This is an optimization exercise on Yosys and OpenROAD, whose aim is small area and a short achievable clock period, not a production implementation.
The RTL was checked by simulation tests, not by an equivalence proof against the original design.
Power figures rest on the tool's default switching activity, not on a simulated workload.

==> design/flow/design.v <==
module decoder(
	input  [15:0] in1,
	input  [15:0] in2,
	input  [15:0] in3,
	input  [4:0] funct5,
	output reg [15:0] out1,
	output reg [15:0] out2,
	output reg [15:0] out3
);
	always @(*) begin
		case(funct5)
			5'b00000,5'b00001 : begin
				out1 <= in1;
				out2 <= 16'b0011111110000000;
				out3 <= in2;
			end
			5'b00010 : begin
				out1 <= in1;
				out2 <= in2;
				out3 <= 0;
			end
			5'b00100,5'b00101 : begin
				out1 <= in1;
				out2 <= in2;
				out3 <= in3;
			end
			default : begin
				out1 <= 0;
				out2 <= 0;
				out3 <= 0;
			end
		endcase
	end
endmodule
module mux_funct5(
	input [15:0] mult_add_sub,
	input [15:0] macc,
	input [4:0] funct5,
	output reg [15:0] result
);
  	always @(*) begin
		case(funct5)
			5'b00000,5'b00001,5'b00010,5'b00101,5'b00100 : result <= mult_add_sub;
			5'b00111 : result <= macc;
			default : result <= {16{1'b0}};
		endcase
  	end
endmodule
module bf16_fmadd_fmsub(
    input wire clk,
    input wire reset,
    input wire [15:0] in1,
    input wire [15:0] in2,
    input wire [15:0] in3,
    input wire [4:0] funct5,
    output reg [15:0] result
);
    reg [15:0] p1_reg_in3;
    reg [4:0] p1_reg_funct5;
    reg [31:0] p1_reg_exp_rm;
    reg [7:0] p1_reg_alu_in1;
    reg [7:0] p1_reg_alu_in2;
    reg p1_reg_s_rm;
    reg exc_flag;
    reg [15:0] exc_res;
    reg [31:0] exp_1;   
    reg [31:0] exp_2;   
    reg [7:0] alu_in1;   
    reg [7:0] alu_in2;   
    reg s_rm;   
    reg [15:0] p1_reg_exc_res;
    reg p1_reg_exc_flag; 
    reg [15:0] p2_reg_alu_rm;
    reg [31:0] p2_reg_exp_rm;
    reg p2_reg_s_rm;
    reg [15:0] p2_reg_exc_res;
    reg [15:0] p2_reg_in3;
    reg [4:0] p2_reg_funct5;
    reg p2_reg_exc_flag;
    reg signed [17:0] p3_reg_alu_m;
    reg signed [17:0] p3_reg_alu_m_shifted;
    reg signed [17:0] p3_reg_alu_in3;
    reg signed [17:0] p3_reg_alu_in3_shifted;
    reg signed [31:0] p3_reg_exp_3;
    reg signed [31:0] p3_reg_exp_m;
    reg p3_reg_s_m;
    reg p3_reg_s_in3;
    reg [15:0] p3_reg_exc_res;
    reg p3_reg_exc_flag;
    reg [4:0] p3_reg_funct5;
    reg signed [31:0] exp_s1;
    reg signed [31:0] exp_s2;
    reg signed [9:0] exp_rm_signed;
    reg signed [31:0] exp_m;   
    reg signed [31:0] exp_3;   
    reg signed [31:0] exp_r;   
    reg signed [17:0] alu_m;   
    reg signed [17:0] alu_in3;   
    reg signed [17:0] alu_m_shifted;   
    reg signed [17:0] alu_in3_shifted;   
    reg s_m;   
    reg s_in3;   
    reg [15:0] p4_reg_exc_res;
    reg p4_reg_exc_flag;
    reg [4:0] p4_reg_funct5;
    reg signed [31:0] p4_reg_exp_r;  
    reg signed [17:0] v_alu_m;
    reg signed [17:0] v_alu_in3;
    reg signed [17:0] p4_reg_alu_m;
    reg signed [17:0] p4_reg_alu_in3;
    reg signed [31:0] p5_reg_exp_r;
    reg [15:0] p5_reg_exc_res;
    reg p5_reg_exc_flag;
    reg signed [17:0] alu_r;
    reg s_r;  
    reg cancel_flag;  
    reg p5_reg_s_r;
    reg p5_reg_cancel_flag;
    reg [17:0] p5_reg_alu_r;
    reg p6_reg_exc_flag;
    reg p6_reg_s_r;
    reg p6_reg_cancel_flag;
    reg [15:0] p6_reg_exc_res;
    reg [17:0] p5_alu_r;
    reg [31:0] p5_exp_r;
    reg [17:0] p6_reg_alu_r;
    reg [31:0] p6_reg_exp_r;
    reg [17:0] p6_alu_r;
    reg [31:0] p6_exp_r;
    always @ (posedge clk) begin
        if (reset == 0) begin
            p1_reg_exp_rm <= 0;
            p1_reg_in3 <= 0;
            p1_reg_funct5 <= 0;
            p1_reg_alu_in1 <= 0;
            p1_reg_alu_in2 <= 0;
            p1_reg_s_rm <= 0;
            p1_reg_exc_flag <= 1;
            p1_reg_exc_res <= 0;
            p2_reg_alu_rm <= 0;
            p2_reg_exp_rm <= 0;
            p2_reg_s_rm <= 0;
            p2_reg_exc_res <= 0;
            p2_reg_in3 <= 0;
            p2_reg_funct5 <= 0;
            p2_reg_exc_flag <= 1;
            p3_reg_alu_m <= 0;
            p3_reg_alu_m_shifted <= 0;
            p3_reg_alu_in3 <= 0;
            p3_reg_alu_in3_shifted <= 0;
            p3_reg_exp_3 <= 0;
            p3_reg_exp_m <= 0;
            p3_reg_s_m <= 0;
            p3_reg_s_in3 <= 0;
            p3_reg_exc_res <= 0;
            p3_reg_exc_flag <= 1;
            p3_reg_funct5 <= 0;
            p4_reg_funct5 <= 0;
            p4_reg_exp_r <= 0;
            p4_reg_exc_res <= 0;
            p4_reg_exc_flag <= 1;
            p4_reg_alu_m <= 0;
            p4_reg_alu_in3 <= 0;
            p5_reg_exp_r <= 0;
            p5_reg_exc_res <= 0;
            p5_reg_exc_flag <= 1'b1;
            p5_reg_alu_r <= 0;
            p5_reg_s_r <= 0;
            p5_reg_cancel_flag <= 0;
            p6_reg_exc_flag <= 1;
            p6_reg_s_r <= 0;
            p6_reg_cancel_flag <= 0;
            p6_reg_exc_res <= 0;
            p6_reg_alu_r <= 0;
            p6_reg_exp_r <= 0;
        end else begin
            p1_reg_exp_rm <= (exp_1 + exp_2) - 127;  
            p1_reg_in3 <= in3;
            p1_reg_funct5 <= funct5;
            p1_reg_alu_in1 <= alu_in1;
            p1_reg_alu_in2 <= alu_in2;
            p1_reg_s_rm <= s_rm;
            p1_reg_exc_flag <= 1;
            p1_reg_exc_res <= 0;
            p1_reg_exc_flag <= exc_flag;
            p1_reg_exc_res <= exc_res;
            p2_reg_alu_rm <= p1_reg_alu_in1 * p1_reg_alu_in2;  
            p2_reg_exp_rm <= p1_reg_exp_rm;
            p2_reg_s_rm <= p1_reg_s_rm;
            p2_reg_exc_res <= p1_reg_exc_res;
            p2_reg_in3 <= p1_reg_in3;
            p2_reg_funct5 <= p1_reg_funct5;
            p2_reg_exc_flag <= p1_reg_exc_flag;
            p3_reg_alu_m <= alu_m;
            p3_reg_alu_m_shifted <= alu_m_shifted;
            p3_reg_alu_in3 <= alu_in3;
            p3_reg_alu_in3_shifted <= alu_in3_shifted;
            p3_reg_exp_3 <= exp_3;
            p3_reg_exp_m <= exp_m;
            p3_reg_s_m <= s_m;
            p3_reg_s_in3 <= s_in3;
            p3_reg_exc_res <= p2_reg_exc_res;
            p3_reg_exc_flag <= p2_reg_exc_flag;
            p3_reg_funct5 <= p2_reg_funct5;
            p4_reg_funct5 <= p3_reg_funct5;
            p4_reg_exp_r <= exp_r;
            p4_reg_exc_res <= p3_reg_exc_res;
            p4_reg_exc_flag <= p3_reg_exc_flag;
            p4_reg_alu_m <= v_alu_m;
            p4_reg_alu_in3 <= v_alu_in3;
            p5_reg_exp_r <= p4_reg_exp_r;
            p5_reg_exc_res <= p4_reg_exc_res;
            p5_reg_exc_flag <= p4_reg_exc_flag;
            p5_reg_alu_r <= alu_r;
            p5_reg_s_r <= s_r;
            p5_reg_cancel_flag <= cancel_flag;
            p6_reg_exc_flag <= p5_reg_exc_flag;
            p6_reg_s_r <= p5_reg_s_r;
            p6_reg_cancel_flag <= p5_reg_cancel_flag;
            p6_reg_exc_res <= p5_reg_exc_res;
            p6_reg_alu_r <= p5_alu_r;
            p6_reg_exp_r <= p5_exp_r;
        end
    end
    always @(*) begin
        if ((in1[14:7] == 0) || (in2[14:7] == 0)) begin
            exp_1 <= 0;
            exp_2 <= 127;
            alu_in1 <= 0;
            alu_in2 <= 0;
            s_rm <= 0;
        end else begin
            exp_1 <= in1[14:7];
            exp_2 <= in2[14:7];
            alu_in1 <= {1'b1,in1[6:0]};
            alu_in2 <= {1'b1,in2[6:0]};
            s_rm <= in1[15] ^ in2[15];
        end
    end
    always @(*) begin
        exc_flag = 1;
        exc_res = 16'b0000000000000000;
        if ((exp_1 == 255) || (exp_2 == 255) || (in3[14:7] == 8'b11111111)) begin
            if ((in1[6:0] != 0) && (exp_1 == 255)) begin
                exc_res = in1;
            end else if ((in2[6:0] != 0) && (exp_2 == 255)) begin
                exc_res = in2;
            end else if ((in3[6:0] != 0) && (in3[14:7] == 8'b11111111)) begin
                exc_res = in3;
            end else begin
                if (exp_1 == 255) begin
                    exc_res = in1;
                end else if (exp_2 == 255) begin
                    exc_res = in2;
                end else begin
                    exc_res = in3;
                end
            end
        end else begin
            exc_flag = 0;
        end
    end
    always @(*) begin
        exp_3 <= p2_reg_in3[14:7];
        exp_m <= p2_reg_exp_rm;
        exp_rm_signed = p2_reg_exp_rm;
        exp_s1 = ({2'b00,p2_reg_in3[14:7]}) - exp_rm_signed;
        exp_s2 = exp_rm_signed - ({2'b00,p2_reg_in3[14:7]});
        if (p2_reg_in3[14:7] == 0) begin
            alu_in3 <= 0;
            alu_in3_shifted <= 0;
            s_in3 <= 0;
        end else begin
            alu_in3 <= {4'b0001,p2_reg_in3[6:0],7'b0000000};
            alu_in3_shifted <= ({4'b0001,p2_reg_in3[6:0],7'b0000000}) >>> exp_s2;
            s_in3 <= p2_reg_in3[15];
        end
        if (p2_reg_alu_rm == 0) begin
            alu_m <= 0;
            alu_m_shifted <= 0;
            s_m <= 0;
        end else begin
            alu_m <= {2'b00,p2_reg_alu_rm};
            alu_m_shifted <= ({2'b00,p2_reg_alu_rm}) >>> exp_s1;
            s_m <= p2_reg_s_rm;
        end
    end
    always @(*) begin
        v_alu_m = p3_reg_alu_m;
        v_alu_in3 = p3_reg_alu_in3;
        if (p3_reg_exp_m >= p3_reg_exp_3) begin
            v_alu_in3 = p3_reg_alu_in3_shifted;
            exp_r <= p3_reg_exp_m;
        end else begin
            v_alu_m = p3_reg_alu_m_shifted;
            exp_r <= p3_reg_exp_3;
        end
        if (p3_reg_s_m == 1) begin
            v_alu_m =  -(v_alu_m);
        end else begin
            v_alu_m = v_alu_m;
        end
        if (p3_reg_s_in3 == 1) begin
            v_alu_in3 =  -(v_alu_in3);
        end else begin
            v_alu_in3 = v_alu_in3;
        end
    end
    always @(*) begin
        case (p4_reg_funct5)
            5'b00100, 5'b00000, 5'b00010 : begin
                alu_r = p4_reg_alu_m + p4_reg_alu_in3;
            end
            5'b00101,5'b00001 : begin
                alu_r = p4_reg_alu_m - p4_reg_alu_in3;
            end
            default : begin
              alu_r = 0;
            end
        endcase
        if (alu_r == 0) begin
           cancel_flag = 1;
        end else begin
           cancel_flag = 0;
        end
        s_r = 0;
        if (alu_r < 0) begin
            s_r = 1;
            alu_r = -(alu_r);
        end
    end
    always @(*) begin
        p5_alu_r = p5_reg_alu_r;
        p5_exp_r = p5_reg_exp_r;
        if (p5_alu_r[16] == 1) begin
            p5_exp_r = p5_exp_r + 2;
            p5_alu_r = p5_alu_r >> 2;
        end else if (p5_alu_r[15] == 1) begin
            p5_exp_r = p5_exp_r + 1;
            p5_alu_r = p5_alu_r >> 1;
        end else if (p5_alu_r[14] == 1) begin
           p5_alu_r = p5_alu_r << 0;
        end else if (p5_alu_r[13] == 1) begin
            p5_exp_r = p5_exp_r - 1;
            p5_alu_r = p5_alu_r << 1;
        end else if (p5_alu_r[12] == 1) begin
            p5_exp_r = p5_exp_r - 2;
            p5_alu_r = p5_alu_r << 2;
        end else if (p5_alu_r[11] == 1) begin
            p5_exp_r = p5_exp_r - 3;
            p5_alu_r = p5_alu_r << 3;
        end else if (p5_alu_r[10] == 1) begin
            p5_exp_r = p5_exp_r - 4;
            p5_alu_r = p5_alu_r << 4;
        end else if (p5_alu_r[9] == 1) begin
            p5_exp_r = p5_exp_r - 5;
            p5_alu_r = p5_alu_r << 5;
        end else if (p5_alu_r[8] == 1) begin
            p5_exp_r = p5_exp_r - 6;
            p5_alu_r = p5_alu_r << 6;
        end else if (p5_alu_r[7] == 1) begin
            p5_exp_r = p5_exp_r - 7;
            p5_alu_r = p5_alu_r << 7;
        end else if (p5_alu_r[6] == 1) begin
            p5_exp_r = p5_exp_r - 7;
            p5_alu_r = p5_alu_r << 8;
        end else if (p5_alu_r[5] == 1) begin
            p5_exp_r = p5_exp_r - 7;
            p5_alu_r = p5_alu_r << 9;
        end else if (p5_alu_r[4] == 1) begin
            p5_exp_r = p5_exp_r - 7;
            p5_alu_r = p5_alu_r << 10;
        end else if (p5_alu_r[3] == 1) begin
            p5_exp_r = p5_exp_r - 7;
            p5_alu_r = p5_alu_r << 11;
        end else if (p5_alu_r[2] == 1) begin
            p5_exp_r = p5_exp_r - 7;
            p5_alu_r = p5_alu_r << 12;
        end else if (p5_alu_r[1] == 1) begin
            p5_exp_r = p5_exp_r - 7;
            p5_alu_r = p5_alu_r << 13;
        end else if (p5_alu_r[0] == 1) begin
            p5_exp_r = p5_exp_r - 7;
            p5_alu_r = p5_alu_r << 14;
        end
    end
    always @(*) begin
        p6_alu_r = p6_reg_alu_r;
        p6_exp_r = p6_reg_exp_r;
        if (p6_alu_r[6] == 1) begin
            p6_alu_r[13:7] = (p6_alu_r[13:7]) + 1;
            if (p6_alu_r[13:7] == 0) begin
                p6_exp_r = p6_exp_r + 1;
            end
        end
        if (p6_reg_exc_flag == 1) begin
           result <= p6_reg_exc_res;
        end else if (p6_reg_cancel_flag == 1) begin
           result <= 0;
        end else if ((p6_exp_r >= 255) && (p6_reg_s_r == 0)) begin
           result <= 16'b0111111110000000;  
        end else if ((p6_exp_r >= 255) && (p6_reg_s_r == 1)) begin
           result <= 16'b1111111110000000;  
        end else if (p6_exp_r <= 0) begin
            result <= 16'b0000000000000000;  
        end else begin
            result[15] <= p6_reg_s_r;
            result[14:7] <= p6_exp_r;
            result[6:0] <= p6_alu_r[13:7];
        end
    end
endmodule
module bf16_mult_leaf
# (parameter G = 6) (
    input clk,
    input reset,
    input [15:0] in1,  
    input [15:0] in2,  
    output wire [G + 15:0] out_alu_m,  
    output reg [31:0] out_exp_m,  
    output reg out_s_m,  
    output reg out_exc_flag,  
    output reg out_err_code  
);
    reg [31:0] p1_reg_exp_m;
    reg [7:0] p1_reg_alu_in1;
    reg [7:0] p1_reg_alu_in2;
    reg p1_reg_s_m;
    reg p1_reg_exc_flag;
    reg p1_reg_err_code;
    reg [31:0] exp_1;
    reg [31:0] exp_2;
    reg [7:0] alu_in1;
    reg [7:0] alu_in2;
    reg s_m;   
    reg exc_flag;
    reg err_code;
    wire [G-1:0] guard;
    reg [15:0] s_alu_m;
    assign guard = 0;
    always @(*) begin
        if ((in1[14:7] == 0) || (in2[14:7] == 0)) begin
            exp_1 <= 0;
            exp_2 <= 0;
            alu_in1 <= 0;
            alu_in2 <= 0;
            s_m <= 0;
        end else begin
            exp_1 <= in1[14:7];
            exp_2 <= in2[14:7];
            alu_in1 <= {1'b1,in1[6:0]};
            alu_in2 <= {1'b1,in2[6:0]};
            s_m <= in1[15] ^ in2[15];
        end
    end
  always @(*) begin 
      exc_flag = 1;
      err_code = 0;
      if ((exp_1 == 255) || (exp_2 == 255)) begin
          if (in1[6:0] != 0 && exp_1 == 255 || in2[6:0] != 0 && exp_2 == 255) begin
              err_code = 1;
          end else begin
              err_code = 0;
          end
      end else begin
          exc_flag = 0;
      end
  end
  always @(posedge clk) begin
      if (reset == 0) begin
          p1_reg_exp_m <= 0;
          p1_reg_alu_in1 <= 0;
          p1_reg_alu_in2 <= 0;
          p1_reg_s_m <= 0;
          p1_reg_exc_flag <= 1;
          p1_reg_err_code <= 0;
          s_alu_m <= 0;
          out_exp_m <= 0;
          out_s_m <= 0;
          out_err_code <= 0;
          out_exc_flag <= 1;
      end else begin
          p1_reg_exp_m <= exp_1 + exp_2;  
          p1_reg_alu_in1 <= alu_in1;
          p1_reg_alu_in2 <= alu_in2;
          p1_reg_s_m <= s_m;
          p1_reg_exc_flag <= exc_flag;
          p1_reg_err_code <= err_code;
          s_alu_m <= p1_reg_alu_in1 * p1_reg_alu_in2;
          out_exp_m <= p1_reg_exp_m;
          out_s_m <= p1_reg_s_m;
          out_err_code <= p1_reg_err_code;
          out_exc_flag <= p1_reg_exc_flag;
      end
  end
  assign out_alu_m = {guard, s_alu_m};
endmodule
module bf16_add_branch
# (parameter G = 6) (
    input clk,
    input reset,
    input [G + 15:0] in1,
    input [31:0] exp_1,
    input s_in1,
    input exc_flag_1,
    input err_code_1,
    input [G + 15:0] in2,
    input [31:0] exp_2,
    input s_in2,
    input exc_flag_2,
    input err_code_2,
    output reg [G + 15:0] out_alu_r,
    output reg [31:0] out_exp_r,
    output reg out_s_r,
    output reg out_exc_flag,
    output reg out_err_code
);
    reg signed [G + 15:0] p1_reg_alu_in2;
    reg signed [G + 15:0] p1_reg_alu_in2_shifted;
    reg signed [G + 15:0] p1_reg_alu_in1;
    reg signed [G + 15:0] p1_reg_alu_in1_shifted;
    reg signed [31:0] p1_reg_exp_1;
    reg signed [31:0] p1_reg_exp_2;
    reg p1_reg_s_in2;
    reg p1_reg_s_in1;
    reg p1_reg_exc_flag;
    reg p1_reg_err_code;  
    reg signed [31:0] p2_reg_exp_r;
    reg p2_reg_exc_flag;
    reg p2_reg_err_code;
    reg signed [G + 15:0] p2_reg_alu_in1;
    reg signed [G + 15:0] p2_reg_alu_in2;
    reg signed [G + 15:0] v_alu_in1;
    reg signed [G + 15:0] v_alu_in2;
    reg signed [G + 15:0] alu_r;
    reg s_r;
    reg signed [31:0] exp_r;
    reg signed [G + 15:0] alu_in1;
    reg signed [G + 15:0] alu_in1_shifted;
    reg signed [G + 15:0] alu_in2;
    reg signed [G + 15:0] alu_in2_shifted;
    reg exc_flag;
    reg err_code;
    wire [G - 1:0] guard;  
    assign guard = 0;
    always @(*) begin
        if (exc_flag_1 == 1 || exc_flag_2 == 1) begin
            exc_flag <= 1;
            err_code <= err_code_1 | err_code_2;
        end else begin
            exc_flag <= 0;
            err_code <= 0;
        end
    end
    always @(*) begin: S1
        reg signed [31:0] exp_s1;
        reg signed [31:0] exp_s2;
        if ((exp_1 - exp_2) < 0) begin
           exp_s1 =  -(exp_1 - exp_2);
        end else begin
           exp_s1 = exp_1 - exp_2;
        end
        if ((exp_2 - exp_1) < 0) begin
            exp_s2 =  -(exp_2 - exp_1);
        end else begin
            exp_s2 = exp_2 - exp_1;
        end
        alu_in1 <= in1;
        alu_in1_shifted <= (in1) >>> exp_s2;
        alu_in2 <= in2;
        alu_in2_shifted <= (in2) >>> exp_s1;
    end
    always @(*) begin: S2
        v_alu_in1 = p1_reg_alu_in1;
        v_alu_in2 = p1_reg_alu_in2;
        if (p1_reg_exp_2 >= p1_reg_exp_1) begin
            v_alu_in1 = p1_reg_alu_in1_shifted;
            exp_r <= p1_reg_exp_2;
        end else begin
            v_alu_in2 = p1_reg_alu_in2_shifted;
            exp_r <= p1_reg_exp_1;
        end
        if (p1_reg_s_in1 == 1) begin
            v_alu_in1 =  -(v_alu_in1);
        end else begin
            v_alu_in1 = v_alu_in1;
        end
        if (p1_reg_s_in2 == 1) begin
            v_alu_in2 =  -(v_alu_in2);
        end else begin
            v_alu_in2 = v_alu_in2;
        end
    end
    always @(*) begin: S3
        reg signed [31:0] v_exp;
        v_exp = p2_reg_exp_r;
        alu_r = p2_reg_alu_in2 + p2_reg_alu_in1;
        s_r = 0;
        if (alu_r < 0) begin
            s_r = 1;
            alu_r =  -(alu_r);
        end
    end
    always @(posedge clk) begin
        if (reset == 0) begin
            p1_reg_alu_in2 <= 0;
            p1_reg_alu_in2_shifted <= 0;
            p1_reg_alu_in1 <= 0;
            p1_reg_alu_in1_shifted <= 0;
            p1_reg_exp_1 <= 0;
            p1_reg_exp_2 <= 0;
            p1_reg_s_in2 <= 0;
            p1_reg_s_in1 <= 0;
            p1_reg_exc_flag <= 1;
            p1_reg_err_code <= 0;
            p2_reg_exp_r <= 0;
            p2_reg_exc_flag <= 1;
            p2_reg_err_code <= 0;
            p2_reg_alu_in1 <= 0;
            p2_reg_alu_in2 <= 0;
            out_exp_r <= 0;
            out_exc_flag <= 1;
            out_err_code <= 0;
            out_alu_r <= 0;
            out_s_r <= 0;
        end else begin
            p1_reg_alu_in2 <= alu_in2;
            p1_reg_alu_in2_shifted <= alu_in2_shifted;
            p1_reg_alu_in1 <= alu_in1;
            p1_reg_alu_in1_shifted <= alu_in1_shifted;
            p1_reg_exp_1 <= exp_1;
            p1_reg_exp_2 <= exp_2;
            p1_reg_s_in2 <= s_in2;
            p1_reg_s_in1 <= s_in1;
            p1_reg_exc_flag <= exc_flag;
            p1_reg_err_code <= err_code;
            p2_reg_exp_r <= exp_r;
            p2_reg_exc_flag <= p1_reg_exc_flag;
            p2_reg_err_code <= p1_reg_err_code;
            p2_reg_alu_in1 <= v_alu_in1;
            p2_reg_alu_in2 <= v_alu_in2;
            out_exp_r <= p2_reg_exp_r;
            out_exc_flag <= p2_reg_exc_flag;
            out_err_code <= p2_reg_err_code;
            out_alu_r <= alu_r;
            out_s_r <= s_r;
        end
    end
endmodule
module bf16_add_root
# (parameter G = 6)(
    input clk,
    input reset,
    input [G + 15:0] in1,
    input [31:0] exp_1,
    input s_in1,
    input exc_flag_1,
    input err_code_1,
    input [G + 15:0] in2,
    input [31:0] exp_2,
    input s_in2,
    input exc_flag_2,
    input err_code_2,
    output reg [15:0] result
);
    reg signed [G + 15:0] p1_reg_alu_in2;
    reg signed [G + 15:0] p1_reg_alu_in2_shifted;
    reg signed [G + 15:0] p1_reg_alu_in1;
    reg signed [G + 15:0] p1_reg_alu_in1_shifted;
    reg signed [31:0] p1_reg_exp_1;
    reg signed [31:0] p1_reg_exp_2;
    reg p1_reg_s_in2;
    reg p1_reg_s_in1;
    reg p1_reg_exc_flag;
    reg p1_reg_err_code;  
    reg signed [31:0] p2_reg_exp_r;
    reg p2_reg_exc_flag;
    reg p2_reg_err_code;
    reg signed [G + 15:0] p2_reg_alu_in1;
    reg signed [G + 15:0] p2_reg_alu_in2; 
    reg signed [G + 15:0] v_alu_in1;
    reg signed [G + 15:0] v_alu_in2; 
    reg signed [31:0] p3_reg_exp_r;
    reg p3_reg_exc_flag;
    reg p3_reg_err_code;
    reg signed [G + 15:0] p3_reg_alu_r;
    reg p3_reg_s_r;
    reg p3_reg_cancel_flag;  
    reg p4_reg_exc_flag;
    reg p4_reg_err_code;
    reg signed [31:0] p4_reg_exp_r;
    reg signed [G + 15:0] p4_reg_alu_r;
    reg p4_reg_s_r;
    reg p4_reg_cancel_flag;
    reg signed [G + 15:0] alu_in1;
    reg signed [G + 15:0] alu_in1_shifted;
    reg signed [G + 15:0] alu_in2;
    reg signed [G + 15:0] alu_in2_shifted;
    reg exc_flag;
    reg err_code;
    wire [G - 1:0] guard;  
    reg signed [31:0] exp_r;
    reg signed [G + 15:0] alu_r;
    reg s_r;
    reg cancel_flag;
    reg signed [G + 15:0] v_alu_r;
    reg signed [31:0] v_exp_r;
    assign guard = 0;
    always @(*) begin
        if (exc_flag_1 == 1 || exc_flag_2 == 1) begin
            exc_flag <= 1;
            err_code <= err_code_1 | err_code_2;
        end else begin
            exc_flag <= 0;
            err_code <= 0;
        end
    end
  always @(*) begin: S1
      reg signed [31:0] exp_s1;
      reg signed [31:0] exp_s2;
      if((exp_1 - exp_2) < 0) begin
          exp_s1 =  -(exp_1 - exp_2);
      end else begin
          exp_s1 = exp_1 - exp_2;
      end
      if ((exp_2 - exp_1) < 0) begin
          exp_s2 =  -(exp_2 - exp_1);
      end else begin
          exp_s2 = exp_2 - exp_1;
      end
      alu_in1 <= in1;
      alu_in1_shifted <= (in1) >>> exp_s2;
      alu_in2 <= in2;
      alu_in2_shifted <= (in2) >>> exp_s1;
  end
    always @(*) begin : S2
        v_alu_in1 = p1_reg_alu_in1;
        v_alu_in2 = p1_reg_alu_in2;
        if ((p1_reg_exp_2 >= p1_reg_exp_1)) begin
            v_alu_in1 = p1_reg_alu_in1_shifted;
            exp_r <= p1_reg_exp_2;
        end else begin
            v_alu_in2 = p1_reg_alu_in2_shifted;
            exp_r <= p1_reg_exp_1;
        end
        if (p1_reg_s_in1 == 1) begin
            v_alu_in1 =  -(v_alu_in1);
        end else begin
            v_alu_in1 = v_alu_in1;
        end
        if (p1_reg_s_in2 == 1) begin
            v_alu_in2 =  -(v_alu_in2);
        end else begin
            v_alu_in2 = v_alu_in2;
        end
    end
    always @(*) begin: S3
        reg signed [31:0] v_exp;
        v_exp = p2_reg_exp_r;
        alu_r = p2_reg_alu_in2 + p2_reg_alu_in1;
        if (alu_r == {guard,16'b0000000000000000}) begin
            cancel_flag = 1;
        end else begin
            cancel_flag = 0;
        end
        s_r = 0;
        if (alu_r < 0) begin
            s_r = 1;
            alu_r =  -(alu_r);
        end
    end
    always @(*) begin
        v_alu_r = p3_reg_alu_r;
        v_exp_r = p3_reg_exp_r;
        if (v_alu_r[20] == 1) begin
            v_exp_r = v_exp_r + 6;
            v_alu_r = (v_alu_r) >> 6;
        end else if (v_alu_r[19] == 1) begin
            v_exp_r = v_exp_r + 5;
            v_alu_r = (v_alu_r) >> 5;
        end else if (v_alu_r[18] == 1) begin
            v_exp_r = v_exp_r + 4;
            v_alu_r = (v_alu_r) >> 4;
        end else if (v_alu_r[17] == 1) begin
            v_exp_r = v_exp_r + 3;
            v_alu_r = (v_alu_r) >> 3;
        end else if (v_alu_r[16] == 1) begin
            v_exp_r = v_exp_r + 2;
            v_alu_r = (v_alu_r) >> 2;
        end else if (v_alu_r[15] == 1) begin
            v_exp_r = v_exp_r + 1;
            v_alu_r = (v_alu_r) >> 1;
        end else if (v_alu_r[14] == 1) begin
            v_alu_r = (v_alu_r) << 0;
        end else if (v_alu_r[13] == 1) begin
            v_exp_r = v_exp_r - 1;
            v_alu_r = (v_alu_r) << 1;
        end else if (v_alu_r[12] == 1) begin
            v_exp_r = v_exp_r - 2;
            v_alu_r = (v_alu_r) << 2;
        end else if (v_alu_r[11] == 1) begin
            v_exp_r = v_exp_r - 3;
            v_alu_r = (v_alu_r) << 3;
        end else if (v_alu_r[10] == 1) begin
            v_exp_r = v_exp_r - 4;
            v_alu_r = (v_alu_r) << 4;
        end else if (v_alu_r[9] == 1) begin
            v_exp_r = v_exp_r - 5;
            v_alu_r = (v_alu_r) << 5;
        end else if (v_alu_r[8] == 1) begin
            v_exp_r = v_exp_r - 6;
            v_alu_r = (v_alu_r) << 6;
        end else if (v_alu_r[7] == 1) begin
            v_exp_r = v_exp_r - 7;
            v_alu_r = (v_alu_r) << 7;
        end else if (v_alu_r[6] == 1) begin
            v_exp_r = v_exp_r - 7;
            v_alu_r = (v_alu_r) << 8;
        end else if (v_alu_r[5] == 1) begin
            v_exp_r = v_exp_r - 7;
            v_alu_r = (v_alu_r) << 9;
        end else if (v_alu_r[4] == 1) begin
            v_exp_r = v_exp_r - 7;
            v_alu_r = (v_alu_r) << 10;
        end else if (v_alu_r[3] == 1) begin
            v_exp_r = v_exp_r - 7;
            v_alu_r = (v_alu_r) << 11;
        end else if (v_alu_r[2] == 1) begin
            v_exp_r = v_exp_r - 7;
            v_alu_r = (v_alu_r) << 12;
        end else if (v_alu_r[1] == 1) begin
            v_exp_r = v_exp_r - 7;
            v_alu_r = (v_alu_r) << 13;
        end else if (v_alu_r[0] == 1) begin
            v_exp_r = v_exp_r - 7;
            v_alu_r = (v_alu_r) << 14;
        end
    end
    always @(*) begin: S5
        reg signed [G + 15:0] v_alu_r;
        reg signed [31:0] v_exp_r;
        v_alu_r = p4_reg_alu_r;
        v_exp_r = p4_reg_exp_r;
        if (v_alu_r[6] == 1) begin
            v_alu_r[13:7] = v_alu_r[13:7] + 1;
            if(v_alu_r[13:7] == 0) begin
                v_exp_r = v_exp_r + 1;
            end
        end
        if (p4_reg_exc_flag == 1) begin
            if (p4_reg_err_code == 1) begin
                result <= {p4_reg_s_r,15'b111111110000001};  
            end else begin
                result <= {p4_reg_s_r,15'b111111110000000};  
            end
        end else if (p4_reg_cancel_flag == 1) begin
            result <= 0;
        end else if ((v_exp_r > 381) && p4_reg_s_r == 0) begin
            result <= 16'b0111111110000000;  
        end else if ((v_exp_r > 381) && p4_reg_s_r == 1) begin
            result <= 16'b1111111110000000;  
        end else if (v_exp_r < 128) begin
            result <= 16'b0000000000000000;  
        end else begin
            result[15] <= p4_reg_s_r;
            result[14:7] <= (v_exp_r) - 127;
            result[6:0] <= v_alu_r[13:7];
        end
    end
    always @(posedge clk) begin
        if (reset == 0) begin
            p1_reg_alu_in2 <= 0;
            p1_reg_alu_in2_shifted <= 0;
            p1_reg_alu_in1 <= 0;
            p1_reg_alu_in1_shifted <= 0;
            p1_reg_exp_1 <= 0;
            p1_reg_exp_2 <= 0;
            p1_reg_s_in2 <= 0;
            p1_reg_s_in1 <= 0;
            p1_reg_exc_flag <= 1;
            p1_reg_err_code <= 0;
            p2_reg_exp_r <= 0;
            p2_reg_exc_flag <= 1;
            p2_reg_err_code <= 0;
            p2_reg_alu_in1 <= 0;
            p2_reg_alu_in2 <= 0;
            p3_reg_exp_r <= 0;
            p3_reg_exc_flag <= 1;
            p3_reg_err_code <= 0;
            p3_reg_alu_r <= 0;
            p3_reg_s_r <= 0;
            p3_reg_cancel_flag <= 0;
            p4_reg_exc_flag <= 1;
            p4_reg_err_code <= 0;
            p4_reg_s_r <= 0;
            p4_reg_cancel_flag <= 0;
            p4_reg_alu_r <= 0;
            p4_reg_exp_r <= 0;
        end else begin
            p1_reg_alu_in2 <= alu_in2;
            p1_reg_alu_in2_shifted <= alu_in2_shifted;
            p1_reg_alu_in1 <= alu_in1;
            p1_reg_alu_in1_shifted <= alu_in1_shifted;
            p1_reg_exp_1 <= exp_1;
            p1_reg_exp_2 <= exp_2;
            p1_reg_s_in2 <= s_in2;
            p1_reg_s_in1 <= s_in1;
            p1_reg_exc_flag <= exc_flag;
            p1_reg_err_code <= err_code;
            p2_reg_exp_r <= exp_r;
            p2_reg_exc_flag <= p1_reg_exc_flag;
            p2_reg_err_code <= p1_reg_err_code;
            p2_reg_alu_in1 <= v_alu_in1;
            p2_reg_alu_in2 <= v_alu_in2;
            p3_reg_exp_r <= p2_reg_exp_r;
            p3_reg_exc_flag <= p2_reg_exc_flag;
            p3_reg_err_code <= p2_reg_err_code;
            p3_reg_alu_r <= alu_r;
            p3_reg_s_r <= s_r;
            p3_reg_cancel_flag <= cancel_flag;
            p4_reg_exc_flag <= p3_reg_exc_flag;
            p4_reg_err_code <= p3_reg_err_code;
            p4_reg_s_r <= p3_reg_s_r;
            p4_reg_cancel_flag <= p3_reg_cancel_flag;
            p4_reg_alu_r <= v_alu_r;
            p4_reg_exp_r <= v_exp_r;
        end
    end
endmodule
module bf16_SIMD_MACC
# (parameter G = 6) (
    input clk,
    input reset,
    input [15:0] in1,
    input [15:0] in2,
    input  [15:0] in3,
    input  [15:0] in4,
    input  [15:0] in5,
    input  [15:0] in6,
    input  [15:0] in7,
    input  [15:0] in8,
    input  [15:0] in9,
    input  [15:0] in10,
    input  [15:0] in11,
    input  [15:0] in12,
    input  [15:0] in13,
    input  [15:0] in14,
    input  [15:0] in15,
    input  [15:0] in16,
    input  [15:0] in17,
    input  [15:0] in18,
    output wire [15:0] result
);
    wire [G + 15:0] m1_alu_m;
    wire [31:0] m1_exp_m;
    wire m1_s_m;
    wire m1_exc_flag;
    wire m1_err_code;
    wire [G + 15:0] m2_alu_m;
    wire [31:0] m2_exp_m;
    wire m2_s_m;
    wire m2_exc_flag;
    wire m2_err_code;
    wire [G + 15:0] m3_alu_m;
    wire [31:0] m3_exp_m;
    wire m3_s_m;
    wire m3_exc_flag;
    wire m3_err_code;
    wire [G + 15:0] m4_alu_m;
    wire [31:0] m4_exp_m;
    wire m4_s_m;
    wire m4_exc_flag;
    wire m4_err_code;
    wire [G + 15:0] m5_alu_m;
    wire [31:0] m5_exp_m;
    wire m5_s_m;
    wire m5_exc_flag;
    wire m5_err_code;
    wire [G + 15:0] m6_alu_m;
    wire [31:0] m6_exp_m;
    wire m6_s_m;
    wire m6_exc_flag;
    wire m6_err_code;
    wire [G + 15:0] m7_alu_m;
    wire [31:0] m7_exp_m;
    wire m7_s_m;
    wire m7_exc_flag;
    wire m7_err_code;
    wire [G + 15:0] m8_alu_m;
    wire [31:0] m8_exp_m;
    wire m8_s_m;
    wire m8_exc_flag;
    wire m8_err_code;
    wire [G + 15:0] m9_alu_m;
    wire [31:0] m9_exp_m;
    wire m9_s_m;
    wire m9_exc_flag;
    wire m9_err_code;
    wire [G + 15:0] a1_alu_r;
    wire [31:0] a1_exp_r;
    wire a1_s_r;
    wire a1_exc_flag;
    wire a1_err_code;
    wire [G + 15:0] a2_alu_r;
    wire [31:0] a2_exp_r;
    wire a2_s_r;
    wire a2_exc_flag;
    wire a2_err_code;
    wire [G + 15:0] a3_alu_r;
    wire [31:0] a3_exp_r;
    wire a3_s_r;
    wire a3_exc_flag;
    wire a3_err_code;
    wire [G + 15:0] a4_alu_r;
    wire [31:0] a4_exp_r;
    wire a4_s_r;
    wire a4_exc_flag;
    wire a4_err_code;
    wire [G + 15:0] a5_alu_r;
    wire [31:0] a5_exp_r;
    wire a5_s_r;
    wire a5_exc_flag;
    wire a5_err_code;
    wire [G + 15:0] a6_alu_r;
    wire [31:0] a6_exp_r;
    wire a6_s_r;
    wire a6_exc_flag;
    wire a6_err_code;
    wire [G + 15:0] a7_alu_r;
    wire [31:0] a7_exp_r;
    wire a7_s_r;
    wire a7_exc_flag;
    wire a7_err_code;
    reg [15:0] p1_in17;
    reg [15:0] p1_in18;
    reg [15:0] p2_in17;
    reg [15:0] p2_in18;
    reg [15:0] p3_in17;
    reg [15:0] p3_in18;
    reg [15:0] p4_in17;
    reg [15:0] p4_in18;
    reg [15:0] p5_in17;
    reg [15:0] p5_in18;
    reg [15:0] p6_in17;
    reg [15:0] p6_in18;
    reg [15:0] p7_in17;
    reg [15:0] p7_in18;
    reg [15:0] p8_in17;
    reg [15:0] p8_in18;
    reg [15:0] p9_in17;
    reg [15:0] p9_in18;
    wire [15:0] in17_m;
    wire [15:0] in18_m;
    always @ (posedge clk) begin
        if (reset == 0) begin
            p1_in17 <= 0;
            p1_in18 <= 0;
            p2_in17 <= 0;
            p2_in18 <= 0;
            p3_in17 <= 0;
            p3_in18 <= 0;
            p4_in17 <= 0;
            p4_in18 <= 0;
            p5_in17 <= 0;
            p5_in18 <= 0;
            p6_in17 <= 0;
            p6_in18 <= 0;
            p7_in17 <= 0;
            p7_in18 <= 0;
            p8_in17 <= 0;
            p8_in18 <= 0;
            p9_in17 <= 0;
            p9_in18 <= 0;
        end else begin
            p1_in17 <= in17;
            p1_in18 <= in18;
            p2_in17 <= p1_in17;
            p2_in18 <= p1_in18;
            p3_in17 <= p2_in17;
            p3_in18 <= p2_in18;
            p4_in17 <= p3_in17;
            p4_in18 <= p3_in18;
            p5_in17 <= p4_in17;
            p5_in18 <= p4_in18;
            p6_in17 <= p5_in17;
            p6_in18 <= p5_in18;
            p7_in17 <= p6_in17;
            p7_in18 <= p6_in18;
            p8_in17 <= p7_in17;
            p8_in18 <= p7_in18;
            p9_in17 <= p8_in17;
            p9_in18 <= p8_in18;
        end
    end
    assign in17_m = p9_in17;
    assign in18_m = p9_in18;
    bf16_mult_leaf MULT1(
        .clk(clk),
        .reset(reset),
        .in1(in1),
        .in2(in2),
        .out_alu_m(m1_alu_m),
        .out_exp_m(m1_exp_m),
        .out_s_m(m1_s_m),
        .out_exc_flag(m1_exc_flag),
        .out_err_code(m1_err_code));
    bf16_mult_leaf MULT2(
        .clk(clk),
        .reset(reset),
        .in1(in3),
        .in2(in4),
        .out_alu_m(m2_alu_m),
        .out_exp_m(m2_exp_m),
        .out_s_m(m2_s_m),
        .out_exc_flag(m2_exc_flag),
        .out_err_code(m2_err_code));
    bf16_mult_leaf MULT3(
        .clk(clk),
        .reset(reset),
        .in1(in5),
        .in2(in6),
        .out_alu_m(m3_alu_m),
        .out_exp_m(m3_exp_m),
        .out_s_m(m3_s_m),
        .out_exc_flag(m3_exc_flag),
        .out_err_code(m3_err_code));
    bf16_mult_leaf MULT4(
        .clk(clk),
        .reset(reset),
        .in1(in7),
        .in2(in8),
        .out_alu_m(m4_alu_m),
        .out_exp_m(m4_exp_m),
        .out_s_m(m4_s_m),
        .out_exc_flag(m4_exc_flag),
        .out_err_code(m4_err_code));
    bf16_mult_leaf MULT5(
        .clk(clk),
        .reset(reset),
        .in1(in9),
        .in2(in10),
        .out_alu_m(m5_alu_m),
        .out_exp_m(m5_exp_m),
        .out_s_m(m5_s_m),
        .out_exc_flag(m5_exc_flag),
        .out_err_code(m5_err_code));
    bf16_mult_leaf MULT6(
        .clk(clk),
        .reset(reset),
        .in1(in11),
        .in2(in12),
        .out_alu_m(m6_alu_m),
        .out_exp_m(m6_exp_m),
        .out_s_m(m6_s_m),
        .out_exc_flag(m6_exc_flag),
        .out_err_code(m6_err_code));
    bf16_mult_leaf MULT7(
        .clk(clk),
        .reset(reset),
        .in1(in13),
        .in2(in14),
        .out_alu_m(m7_alu_m),
        .out_exp_m(m7_exp_m),
        .out_s_m(m7_s_m),
        .out_exc_flag(m7_exc_flag),
        .out_err_code(m7_err_code));
    bf16_mult_leaf MULT8(
        .clk(clk),
        .reset(reset),
        .in1(in15),
        .in2(in16),
        .out_alu_m(m8_alu_m),
        .out_exp_m(m8_exp_m),
        .out_s_m(m8_s_m),
        .out_exc_flag(m8_exc_flag),
        .out_err_code(m8_err_code));
    bf16_mult_leaf MULT9(
        .clk(clk),
        .reset(reset),
        .in1(in17_m),
        .in2(in18_m),
        .out_alu_m(m9_alu_m),
        .out_exp_m(m9_exp_m),
        .out_s_m(m9_s_m),
        .out_exc_flag(m9_exc_flag),
        .out_err_code(m9_err_code));
    bf16_add_branch ADD1(
        .clk(clk),
        .reset(reset),
        .in1(m1_alu_m),
        .exp_1(m1_exp_m),
        .s_in1(m1_s_m),
        .exc_flag_1(m1_exc_flag),
        .err_code_1(m1_err_code),
        .in2(m2_alu_m),
        .exp_2(m2_exp_m),
        .s_in2(m2_s_m),
        .exc_flag_2(m2_exc_flag),
        .err_code_2(m2_err_code),
        .out_alu_r(a1_alu_r),
        .out_exp_r(a1_exp_r),
        .out_s_r(a1_s_r),
        .out_exc_flag(a1_exc_flag),
        .out_err_code(a1_err_code));
    bf16_add_branch ADD2(
        .clk(clk),
        .reset(reset),
        .in1(m3_alu_m),
        .exp_1(m3_exp_m),
        .s_in1(m3_s_m),
        .exc_flag_1(m3_exc_flag),
        .err_code_1(m3_err_code),
        .in2(m4_alu_m),
        .exp_2(m4_exp_m),
        .s_in2(m4_s_m),
        .exc_flag_2(m4_exc_flag),
        .err_code_2(m4_err_code),
        .out_alu_r(a2_alu_r),
        .out_exp_r(a2_exp_r),
        .out_s_r(a2_s_r),
        .out_exc_flag(a2_exc_flag),
        .out_err_code(a2_err_code));
    bf16_add_branch ADD3(
        .clk(clk),
        .reset(reset),
        .in1(m5_alu_m),
        .exp_1(m5_exp_m),
        .s_in1(m5_s_m),
        .exc_flag_1(m5_exc_flag),
        .err_code_1(m5_err_code),
        .in2(m6_alu_m),
        .exp_2(m6_exp_m),
        .s_in2(m6_s_m),
        .exc_flag_2(m6_exc_flag),
        .err_code_2(m6_err_code),
        .out_alu_r(a3_alu_r),
        .out_exp_r(a3_exp_r),
        .out_s_r(a3_s_r),
        .out_exc_flag(a3_exc_flag),
        .out_err_code(a3_err_code));
    bf16_add_branch ADD4(
        .clk(clk),
        .reset(reset),
        .in1(m7_alu_m),
        .exp_1(m7_exp_m),
        .s_in1(m7_s_m),
        .exc_flag_1(m7_exc_flag),
        .err_code_1(m7_err_code),
        .in2(m8_alu_m),
        .exp_2(m8_exp_m),
        .s_in2(m8_s_m),
        .exc_flag_2(m8_exc_flag),
        .err_code_2(m8_err_code),
        .out_alu_r(a4_alu_r),
        .out_exp_r(a4_exp_r),
        .out_s_r(a4_s_r),
        .out_exc_flag(a4_exc_flag),
        .out_err_code(a4_err_code));
    bf16_add_branch ADD5(
        .clk(clk),
        .reset(reset),
        .in1(a1_alu_r),
        .exp_1(a1_exp_r),
        .s_in1(a1_s_r),
        .exc_flag_1(a1_exc_flag),
        .err_code_1(a1_err_code),
        .in2(a2_alu_r),
        .exp_2(a2_exp_r),
        .s_in2(a2_s_r),
        .exc_flag_2(a2_exc_flag),
        .err_code_2(a2_err_code),
        .out_alu_r(a5_alu_r),
        .out_exp_r(a5_exp_r),
        .out_s_r(a5_s_r),
        .out_exc_flag(a5_exc_flag),
        .out_err_code(a5_err_code));
    bf16_add_branch ADD6(
        .clk(clk),
        .reset(reset),
        .in1(a3_alu_r),
        .exp_1(a3_exp_r),
        .s_in1(a3_s_r),
        .exc_flag_1(a3_exc_flag),
        .err_code_1(a3_err_code),
        .in2(a4_alu_r),
        .exp_2(a4_exp_r),
        .s_in2(a4_s_r),
        .exc_flag_2(a4_exc_flag),
        .err_code_2(a4_err_code),
        .out_alu_r(a6_alu_r),
        .out_exp_r(a6_exp_r),
        .out_s_r(a6_s_r),
        .out_exc_flag(a6_exc_flag),
        .out_err_code(a6_err_code));
    bf16_add_branch ADD7(
        .clk(clk),
        .reset(reset),
        .in1(a5_alu_r),
        .exp_1(a5_exp_r),
        .s_in1(a5_s_r),
        .exc_flag_1(a5_exc_flag),
        .err_code_1(a5_err_code),
        .in2(a6_alu_r),
        .exp_2(a6_exp_r),
        .s_in2(a6_s_r),
        .exc_flag_2(a6_exc_flag),
        .err_code_2(a6_err_code),
        .out_alu_r(a7_alu_r),
        .out_exp_r(a7_exp_r),
        .out_s_r(a7_s_r),
        .out_exc_flag(a7_exc_flag),
        .out_err_code(a7_err_code));
    bf16_add_root ROOT(
        .clk(clk),
        .reset(reset),
        .in1(a7_alu_r),
        .exp_1(a7_exp_r),
        .s_in1(a7_s_r),
        .exc_flag_1(a7_exc_flag),
        .err_code_1(a7_err_code),
        .in2(m9_alu_m),
        .exp_2(m9_exp_m),
        .s_in2(m9_s_m),
        .exc_flag_2(m9_exc_flag),
        .err_code_2(m9_err_code),
        .result(result));
endmodule
module bf16_unit
# (parameter G = 6) (
    input  clk,
    input  reset,
    input  [15:0] in1,
    input  [15:0] in2,
    input  [15:0] in3,
    input  [15:0] in4,
    input  [15:0] in5,
    input  [15:0] in6,
    input  [15:0] in7,
    input  [15:0] in8,
    input  [15:0] in9,
    input  [15:0] in10,
    input  [15:0] in11,
    input  [15:0] in12,
    input  [15:0] in13,
    input  [15:0] in14,
    input  [15:0] in15,
    input  [15:0] in16,
    input  [15:0] in17,
    input  [15:0] in18,
    input  [4:0] funct5,
    output wire [15:0] result
);
    reg [4:0] p1_funct5;
    reg [4:0] p2_funct5;
    reg [4:0] p3_funct5;
    reg [4:0] p4_funct5;
    reg [4:0] p5_funct5;
    reg [4:0] p6_funct5;
    reg [4:0] p7_funct5;
    reg [4:0] p8_funct5;
    reg [4:0] p9_funct5;
    reg [4:0] p10_funct5;
    reg [4:0] p11_funct5;
    reg [4:0] p12_funct5;
    reg [4:0] p13_funct5;
    reg [4:0] p14_funct5;
    reg [4:0] p15_funct5;
    reg [15:0] p1_in1;
    reg [15:0] p1_in2;
    reg [15:0] p1_in3;
    reg [15:0] p2_in1;
    reg [15:0] p2_in2;
    reg [15:0] p2_in3;
    reg [15:0] p3_in1;
    reg [15:0] p3_in2;
    reg [15:0] p3_in3;
    reg [15:0] p4_in1;
    reg [15:0] p4_in2;
    reg [15:0] p4_in3;
    reg [15:0] p5_in1;
    reg [15:0] p5_in2;
    reg [15:0] p5_in3;
    reg [15:0] p6_in1;
    reg [15:0] p6_in2;
    reg [15:0] p6_in3;
    reg [15:0] p7_in1;
    reg [15:0] p7_in2;
    reg [15:0] p7_in3; 
    reg [15:0] p8_in1;
    reg [15:0] p8_in2;
    reg [15:0] p8_in3; 
    reg [15:0] p9_in1;
    reg [15:0] p9_in2;
    reg [15:0] p9_in3; 
    wire [15:0] mux_mult_add_sub;
    wire [15:0] mux_macc;
    wire [15:0] s_in1;
    wire [15:0] s_in2;
    wire [15:0] s_in3;
    bf16_SIMD_MACC bf16_SIMD(
      .clk(clk),
      .reset(reset),
      .in1(in1),
      .in2(in2),
      .in3(in3),
      .in4(in4),
      .in5(in5),
      .in6(in6),
      .in7(in7),
      .in8(in8),
      .in9(in9),
      .in10(in10),
      .in11(in11),
      .in12(in12),
      .in13(in13),
      .in14(in14),
      .in15(in15),
      .in16(in16),
      .in17(in17),
      .in18(in18),
      .result(mux_macc));
    decoder dec(
      .in1(p9_in1),
      .in2(p9_in2),
      .in3(p9_in3),
      .funct5(p9_funct5),
      .out1(s_in1),
      .out2(s_in2),
      .out3(s_in3));
    bf16_fmadd_fmsub fmadd_fmsub(
      .clk(clk),
      .reset(reset),
      .in1(s_in1),
      .in2(s_in2),
      .in3(s_in3),
      .funct5(p9_funct5),
      .result(mux_mult_add_sub));
    mux_funct5 mux(
      .mult_add_sub(mux_mult_add_sub),
      .macc(mux_macc),
      .funct5(p15_funct5),
      .result(result));
    always @(posedge clk) begin
        if (reset == 0) begin
            p1_funct5 <= 0;
            p2_funct5 <= 0;
            p3_funct5 <= 0;
            p4_funct5 <= 0;
            p5_funct5 <= 0;
            p6_funct5 <= 0;
            p7_funct5 <= 0;
            p8_funct5 <= 0;
            p9_funct5 <= 0;
            p10_funct5 <= 0;
            p11_funct5 <= 0;
            p12_funct5 <= 0;
            p13_funct5 <= 0;
            p14_funct5 <= 0;
            p15_funct5 <= 0;
            p1_in1 <= 0;
            p1_in2 <= 0;
            p1_in3 <= 0;
            p2_in1 <= 0;
            p2_in2 <= 0;
            p2_in3 <= 0;
            p3_in1 <= 0;
            p3_in2 <= 0;
            p3_in3 <= 0;
            p4_in1 <= 0;
            p4_in2 <= 0;
            p4_in3 <= 0;
            p5_in1 <= 0;
            p5_in2 <= 0;
            p5_in3 <= 0;
            p6_in1 <= 0;
            p6_in2 <= 0;
            p6_in3 <= 0;
            p7_in1 <= 0;
            p7_in2 <= 0;
            p7_in3 <= 0;
            p8_in1 <= 0;
            p8_in2 <= 0;
            p8_in3 <= 0;
            p9_in1 <= 0;
            p9_in2 <= 0;
            p9_in3 <= 0;
        end else begin
            p1_funct5 <= funct5;
            p2_funct5 <= p1_funct5;
            p3_funct5 <= p2_funct5;
            p4_funct5 <= p3_funct5;
            p5_funct5 <= p4_funct5;
            p6_funct5 <= p5_funct5;
            p7_funct5 <= p6_funct5;
            p8_funct5 <= p7_funct5;
            p9_funct5 <= p8_funct5;
            p10_funct5 <= p9_funct5;
            p11_funct5 <= p10_funct5;
            p12_funct5 <= p11_funct5;
            p13_funct5 <= p12_funct5;
            p14_funct5 <= p13_funct5;
            p15_funct5 <= p14_funct5;
            p1_in1 <= in1;
            p1_in2 <= in2;
            p1_in3 <= in3;
            p2_in1 <= p1_in1;
            p2_in2 <= p1_in2;
            p2_in3 <= p1_in3;
            p3_in1 <= p2_in1;
            p3_in2 <= p2_in2;
            p3_in3 <= p2_in3;
            p4_in1 <= p3_in1;
            p4_in2 <= p3_in2;
            p4_in3 <= p3_in3;
            p5_in1 <= p4_in1;
            p5_in2 <= p4_in2;
            p5_in3 <= p4_in3;
            p6_in1 <= p5_in1;
            p6_in2 <= p5_in2;
            p6_in3 <= p5_in3;
            p7_in1 <= p6_in1;
            p7_in2 <= p6_in2;
            p7_in3 <= p6_in3;
            p8_in1 <= p7_in1;
            p8_in2 <= p7_in2;
            p8_in3 <= p7_in3;
            p9_in1 <= p8_in1;
            p9_in2 <= p8_in2;
            p9_in3 <= p8_in3;
        end
    end
endmodule
==> design/flow/run.sh <==
#!/bin/bash
# synth_recipe.tcl (not shown) runs the flow's synth.tcl, then flattens the netlist and writes it again
# the make line also repeats each setting of config.mk as NAME=value (left out here)
make -C /OpenROAD-flow-scripts/flow DESIGN_CONFIG=/design/flow/config.mk WORK_HOME=/design/flow/orfs CLKGATE_MAP_FILE= SYNTH_SCRIPT=/design/flow/synth_recipe.tcl finish
==> design/flow/config.mk <==
export PLATFORM = sky130hd
export DESIGN_NAME = bf16_unit
export DESIGN_NICKNAME = bf16_unit
export VERILOG_FILES = /design/flow/design.v
export SDC_FILE = /design/flow/constraint.sdc
export NUM_CORES = 4
export LEC_CHECK = 0
export CAP_MARGIN = 20
export CORE_MARGIN = 2
export CORE_UTILIZATION = 40
export PLACE_DENSITY = 0.6
export SLEW_MARGIN = 20
==> design/flow/constraint.sdc <==
create_clock -name core_clock -period 9.0 [get_ports {clk}]
set_input_delay 1.8000 -clock core_clock [delete_from_list [all_inputs] [get_ports {clk}]]
set_output_delay 1.8000 -clock core_clock [all_outputs]
set_load 0.01 [all_outputs]
==> flow_metrics.tcl <==
set metrics [dict create \
    synth_most_common_cell "dfxtp_1" \
    grt_overflow 0 \
    die_w_um 648 \
    p_int_uw 25100 \
    use_met2 0.309 \
    antenna_found_initial 40 \
    start_util 0.402 \
    yosysTopAreaCell "dfxtp_1" \
    critPathMaxFanout 12 \
    multi_input_area_um2 94300 \
    cts_resized 0 \
    worstPathCellList "ha_1 -> nand2_1 -> nor3_1 -> o2111ai_1 -> or4_1 -> o21ai_0 -> a31o_2 -> nand4_1 -> a2111oi_4 -> a311oi_1 -> a211o_1 -> clkdlybuf4s50_1" \
    synth_edf_count 0 \
    final.min_clock_period_ns 7.63 \
    p_sw_frac 0.266 \
    synthCells 18800 \
    p_comb_frac 0.136 \
    power.leakage_uw 0.0785 \
    status "complete, no violations" \
    slew_headroom 0.252 \
    cts_sinks 3218 \
    finalWorstSetupSlack_ns 1.37 \
    num_rows 236 \
    ys_warn_count 8 \
    ys_seq_elements 3218 \
    fin_cells 24400 \
    wl_um 410000 \
    numPlacedInstances 23800 \
    nets 20300 \
    slowest_stage "or4_1" \
    netlist.area_leader.share 0.389 \
    drv_slew 0 \
    hp-class "register to register" \
    cap_viol_max_count 0 \
    grt_pass1_vias 121000 \
    startpoint_type "register" \
    via_per_inst 5.13 \
    core-area_um2 413000 \
    met1_usage 0.266 \
    finalHoldViolations 0 \
    rsz0062_at_grt "false" \
    critPathMaxStageDelay_ns 0.82 \
    cts_tree "done" \
    dp_hpwl_um 311000 \
    holdBufCountCts 0 \
    synth_area_leaders "dfxtp_1 39%, and2_1 8.0%, ha_1 7.1%" \
    clkTransAtPathRegs_ns 0.06 \
    use_met3 0.0245 \
    endpoint_kind "output pin" \
    yosys.cell_types.count 96 \
    largest_register_ff_count 32 \
    drt_first_pass_iters 6 \
    syn_to_final_growth_pct 11.9 \
    crit_buf_inv 1 \
    async_flop_share 0 \
    syn-num-nets 20400 \
    tightest_slew_ns 1.12 \
    critPathKind "register to output pin" \
    yosysSeqAreaShare 0.389 \
    drt_iter0_markers 8177 \
    regArea_um2 64400 \
    critPathRequiredTime_ns 7.20 \
    clock_path_buffers 4 \
    ios 311 \
    seqPwrFrac 0.438 \
    finalSetupViolations 0 \
    drc 0 \
    track_usage 0.191 \
    grt_max_degree 255 \
    portBuffers 310 \
    cp.arrival_ns 5.83 \
    synth-main-ff-cell "dfxtp_1" \
    grt_pass1_wl_um 661000 \
    die_y_um 648 \
    cp_top_family "compound AO/OA/AOI/OAI gates" \
    p_clk_frac 0.425 \
    avgSynthCellArea_um2 8.83 \
    routabilityCongestion 0.898 \
    die_area_um2 420000 \
    peakVddDrop_mv 0.146 \
    fill_cells 40200 \
    fin_tns_setup_ns 0 \
    fmax_ghz 0.131 \
    clock_latency_ns 0.95 \
    num_vias 125000 \
    fin_crit_sh 0.848 \
    busiest_layer "met2" \
    clock_skew_ns 0.0390 \
    numCtsBuffers 346 \
    clock-root-buffer "clkbuf_16" \
    switching_power_uw 9110 \
    final_layout_size_suffix_gt1_frac 0.0531 \
    cts_setup_buffers 0 \
    yosys-top-cells-count "3218 x dfxtp_1, 2117 x and2_1, 1838 x nor2_1, 1400 x nand2_1, 1038 x inv_1" \
    largest-register "fmadd_fmsub.p6_reg_exp_r" \
    ant_nets 0 \
    place_ws_ns 2.03 \
    power_uw 34200 \
    power.density_nw_per_um2 185 \
    cts_max_level 5 \
    synth_area_um2 166000 \
    wire_per_inst_um 16.8 \
]
worst paths after layout:
check                                          from                     endpoint  slack (ns)  cells after the start
hold reg to reg      bf16_SIMD.ADD7.p2_reg_exc_flag  bf16_SIMD.ADD7.out_exc_flag        0.40                      1
hold / removal       bf16_SIMD.ADD7.p2_reg_exc_flag  bf16_SIMD.ADD7.out_exc_flag        0.40                      1
setup / recovery        fmadd_fmsub.p6_reg_alu_r[7]                   result[15]        1.37                     12
setup reg to reg  bf16_SIMD.MULT8.p1_reg_alu_in1[7]  bf16_SIMD.MULT8.s_alu_m[15]        3.97                     15
through the flow:
stage	hold WS (ns)	util	cell area (um^2)
2_1_floorplan	0.386	-	166000
3_3_place_gp	0.388	0.420	173000
3_5_place_dp	0.392	0.420	173000
4_1_cts	0.406	0.449	185000
5_1_grt	0.421	0.449	185000
6_report	0.401	0.449	186000
worst register-to-register path, delay by kind of cell (launching register included):
family,cells,cell delay [ns]
buffers and inverters,1,0.06
AOI/OAI and AO/OA,7,1.28
and+or+nand+nor,2,0.52
adders and majority gates,5,2.45
DFF,1,0.65
routing by layer:
| layer | routed length, um | vias to the layer above | part of all wire |
|---|---|---|---|
| met2 | 181000 | 2698 | 0.44 |
| li1 | - | 63500 | - |
| met5 | 41 | - | 0.00010 |
| met4 | 11600 | 6 | 0.028 |
| met1 | 198000 | 58400 | 0.48 |
| met3 | 19700 | 623 | 0.048 |
power groups by stage:
stage	logic [uW]	registers (uW)	clock network (uW)
6_report	4670	15000	14600
3_5_place_dp	4630	15300	0
2_1_floorplan	3550	15100	0
5_1_grt	5250	15000	15600
3_3_place_gp	4590	15300	0
4_1_cts	4660	15000	15000
area by class of cell:
type,count,area share
Sequential cell,3218,0.347
Clock buffer,472,0.0531
Tap cell,5474,0.0369
Multi-Input combinational cell,13600,0.508
Antenna cell,10,0.000135
Clock inverter,154,0.0109
Inverter,1050,0.0213
Timing Repair Buffer,430,0.0220
cell families after synthesis:
logic type / after synthesis / share of synthesized area
mux: 818 / 0.0532
simple gates: 7499 / 0.231
other cells: 1 / 0.0000226
buf+inv: 1942 / 0.0442
compound gates: 3144 / 0.120
xor+xnor: 809 / 0.0427
flops: 3218 / 0.389
fa+ha+maj: 1349 / 0.121
cells in the final DEF, fill, tap and decap left out, types with 564 or more instances in the layout:
cell     count
and2_1    2117
mux2i_1    658
o21ai_0    717
ha_1       932
nor3_1     564
nor2_1    1832
inv_1     1038
a21oi_1    958
nand2_1   1396
dfxtp_1   3218

-- what the ideal ports hide --
No port has a modelled driver above. Below, the same layout with a new extraction and two added sets of constraints.
Step 1 sets driving cells, clkbuf_16 on the clock port and buf_2 on the other inputs (assumed; they add their load-dependent delay and slew).
Step 2 also shifts input and output timing later by t, the mid clock arrival at the registers, as if the neighbouring blocks saw the same clock.
Three values: no drivers, after step 1, after step 2; two values: the first two.
t, ns: 1.051
setup WS [ns]: 1.365 / 1.248 / 2.299
latest minus earliest clock arrival (ns): 0.055 / 0.055
slew at the worst register clock pin (ns): 0.07 / 0.07
pins driven straight from the clock port: 1
After both steps setup and hold are still met in this run. For this run, drivers alone change the setup slack by -0.117 ns; drivers and shift together by +0.934 ns.
